This design comes from an exercise in tuning for small area, a short achievable clock period and few clock cycles on the open sky130 flow, not from production work.
At most, simulation tests tie the RTL to the original design; equivalence was not proved.
Power and IR drop assume default switching activity.

// fixed_point_alu
module fixed_point_alu (
    clk,
    rst,
    start,
    done,
    op,
    a,
    b,
    result
);
Settings: LEC_CHECK=0, ABC_AREA=1, CAP_MARGIN=20, CORE_MARGIN=2, CORE_UTILIZATION=40, SETUP_SLACK_MARGIN=1.5, SLEW_MARGIN=20; clock period 7.0 ns.
run.sh (not shown) runs the stock make flow with config.mk's settings and CLKGATE_MAP_FILE= SYNTH_SCRIPT=/design/flow/synth_recipe.tcl, a recipe that flattens the netlist after the stock synthesis.
Testbench counts at the start, summed over its fixed seeds: cycles 48,035.
Edit:
--- a/flow/design.v
+++ b/flow/design.v
@@ -71,19 +71,21 @@
 reg        prev;       
 reg [19:0] sh;         
 reg [20:0] acc;        
 assign done = !busy;
 wire go = start && !busy;
 wire       as_div = op[1] & op[0];
+wire       as_nb  = busy;
 wire [W:0] as_sum;
 wire [W:0] as_c;
 wire       as_co;
 fixed_point_add #(.N(W + 1)) as_add (
     .x  (as_div ? {(W + 1){1'b0}} : {a[W - 1], a}),
-    .y  (as_div ? {1'b0, a ^ {W{a[W - 1]}}} : ({b[W - 1], b} ^ {(W + 1){op[0]}})),
-    .ci (as_div ? a[W - 1] : op[0]),
+    .y  (as_div ? (as_nb ? {1'b0, b ^ {W{~b[W - 1]}}} : {1'b0, a ^ {W{a[W - 1]}}}) :
+                  ({b[W - 1], b} ^ {(W + 1){op[0]}})),
+    .ci (as_div ? (as_nb ? ~b[W - 1] : a[W - 1]) : op[0]),
     .s  (as_sum),
     .c  (as_c),
     .co (as_co)
 );
 wire [W - 1:0] as_res = (as_sum[W] != as_sum[W - 1]) ? (as_sum[W] ? MINV : MAXV) : as_sum[W - 1:0];
 wire a_small = (a[18:11] == {8{a[18]}});
@@ -157,18 +159,18 @@
 wire d_l7  = le(-2);                           
 wire d_l13 = le(4);                            
 wire [26:0] nd = {da, 8'd0};
 wire [18:0] t0 = {acc[17:0], result[18]};
 wire [18:0] s0, c0;
 wire        q1;
-fixed_point_add #(.N(19)) d_sub0 (.x(t0), .y(sh[18:0]), .ci(~dsb), .s(s0), .c(c0), .co(q1));
+fixed_point_add #(.N(19)) d_sub0 (.x(t0), .y(sh[18:0]), .ci(1'b0), .s(s0), .c(c0), .co(q1));
 wire [17:0] r0 = q1 ? s0[17:0] : t0[17:0];
 wire [18:0] t1 = {r0, result[17]};
 wire [18:0] s1, c1;
 wire        q0;
-fixed_point_add #(.N(19)) d_sub1 (.x(t1), .y(sh[18:0]), .ci(~dsb), .s(s1), .c(c1), .co(q0));
+fixed_point_add #(.N(19)) d_sub1 (.x(t1), .y(sh[18:0]), .ci(1'b0), .s(s1), .c(c1), .co(q0));
 wire [17:0] r1 = q0 ? s1[17:0] : t1[17:0];
 wire [16:0] qh = result[16:0];
 reg  [16:0] qh_or;     
 always @(*) begin
     qh_or[0] = 1'b0;
     for (k = 1; k < 17; k = k + 1) qh_or[k] = qh_or[k - 1] | qh[k - 1];
@@ -235,12 +237,13 @@
                     prev <= sh[3];
                     icnt <= icnt - 1;
                 end
             end
             M_DIV0: begin
                 mode <= M_DIV;
+                sh   <= {1'b0, as_sum[W - 1:0]};
                 if (d_ovf) begin
                     result <= neg ? MINV : MAXV;
                     busy   <= 1'b0;
                 end else if (d_z) begin
                     result <= 0;
                     busy   <= 1'b0;
The new run passed the timing, design-rule and antenna checks.
Die area grows by about 4.6%.
Sequential power hardly moves.
Cell count goes up by about 1.7%.
Maximum frequency fell by about 0.7%.
Setup slack is worse by 0.039 ns.
Via count came out higher by about 4%.
Total power grows by 6.9%.
Combinational power climbs by about 7%.
Flip-flop and latch count does not change.
Hold slack got worse by 0.050 ns.
Synthesized area increases by 4.7%.
Only the layout flow was run in the second run of this note; the RTL was not checked for function there.

--- another note on this design; it stands on its own ---

Design fixed_point_alu, start of the top module:
module fixed_point_alu (
    clk,
    rst,
    start,
    done,
    op,
    a,
    b,
    result
);
Size in the first run: about 2,100 cells after synthesis, roughly 14,000 µm² of cells after synthesis.
clock: 7.0 ns
lec_check: 0
abc_area: 1
cap_margin: 20
core_margin: 2
core_utilization: 40
setup_slack_margin: 2.5
slew_margin: 20
run.sh (not shown) runs the stock make flow with config.mk's settings and CLKGATE_MAP_FILE= SYNTH_SCRIPT=/design/flow/synth_recipe.tcl, a recipe that flattens the netlist after the stock synthesis.
Testbench counts at the start, summed over its fixed seeds: cycles 48,035.
Next try:
CORE_UTILIZATION = 50   (was 40)
SETUP_SLACK_MARGIN = 1.5   (was 2.5)
TNS_END_PERCENT = 10   (was default)
Cell count came out lower by 8.2%.
Sequential cell count is unchanged.
Clock-buffer cell count came out lower by 1.
Worst setup slack gets better by 0.025 ns.
Area after synthesis is unchanged.
Synthesized cell count is unchanged.
Total power came out lower by about 15%.
Clock skew hardly moves.
Sequential share of layout area came out higher by 1.5 points.
Routed wire length came out lower by about 5%.

========
Starting RTL as in the previous note.
Settings: LEC_CHECK=0, ABC_AREA=1, CAP_MARGIN=20, CORE_MARGIN=2, CORE_UTILIZATION=40, SETUP_SLACK_MARGIN=1.5, SLEW_MARGIN=20, TNS_END_PERCENT=10; clock period 7.0 ns.
Testbench counts at the start, summed over its fixed seeds: cycles 48,035.
Rerun with:
- CORE_UTILIZATION: 40 -> 50
- TNS_END_PERCENT: 10 -> not set
Worst hold slack got worse by 30 ps.
Setup slack got worse by 37 ps.
Count of clock-buffer cells in the layout stays the same.
Flip-flop and latch count is unchanged.
Sequential power is about the same.
Register-to-register slack degrades by 40 ps.
Maximum frequency is lower slightly.
First-iteration DRC count rose by a quarter to a third.
Routed wire length fell by a few percent.
Clock skew hardly moves.
Final area goes down slightly.
Rerun with:
- ABC_AREA: 1 -> 0
- CORE_UTILIZATION: 50 -> 40
=>
- The new run finished clean
- global-route usage goes down by 8.4 points
- clock power climbs by 7.0%
- count of clock-buffer cells in the layout climbs by 1
- maximum frequency goes down by 2.7%
- synthesized cell count shrinks by 18%
- routed wire length hardly moves
- synthesized area falls by 2.5%
- die area went up by 21%
- total power goes up by 2.3%
- worst hold slack is better by 27 ps
- non-clock buffer count came out higher by 54
Rerun with:
- ABC_AREA: 0 -> 1
- SETUP_SLACK_MARGIN: 1.5 -> 1.75
Total power goes up by 8.8%. Setup slack gains 140 ps. Combinational power goes up by 12%. Cell area goes up by 2.9%. Fmax goes up by 2.6%. Routed wire length goes up by about 3.3%. Sequential power goes up by about 0.8%.

[static timing again, ports no longer ideal]
The flow's constraints put no driver on any port. The routed layouts listed below were extracted and timed again, unchanged, in two steps.
Step 1 sets driving cells, clkbuf_16 on the clock port and buf_2 on the other inputs (assumed; they add their load-dependent delay and slew).
Step 2 also shifts input and output timing later by t, the mid clock arrival at the registers, as if the neighbouring blocks saw the same clock.
Slacks: no drivers / after step 1 / after step 2; pairs: no drivers / after step 1.
run | t (ns) | slack for setup (ns) | slew at the worst register clock pin (ns)
the first run of note 1 | 0.411 | 1.638 / 1.638 / 1.375 | 0.08 / 0.08
the second run of note 1 | 0.418 | 1.599 / 1.599 / 1.331 | 0.08 / 0.08
the first run of note 2 | 0.415 | 1.632 / 1.632 / 1.632 | 0.08 / 0.08
the second run of note 2 | 0.415 | 1.656 / 1.656 / 1.401 | 0.08 / 0.08
the first run of note 3 | 0.413 | 1.662 / 1.662 / 1.312 | 0.08 / 0.08
the second run of note 3 | 0.411 | 1.626 / 1.626 / 1.378 | 0.08 / 0.08
the third run of note 3 | 0.415 | 1.475 / 1.475 / 1.289 | 0.07 / 0.07
the fourth run of note 3 | 0.412 | 1.612 / 1.612 / 1.612 | 0.08 / 0.08
After both steps setup and hold are still met in every run listed. For the first run of note 3, which loses most, drivers alone change the setup slack by 0.000 ns; drivers and shift together by -0.350 ns.
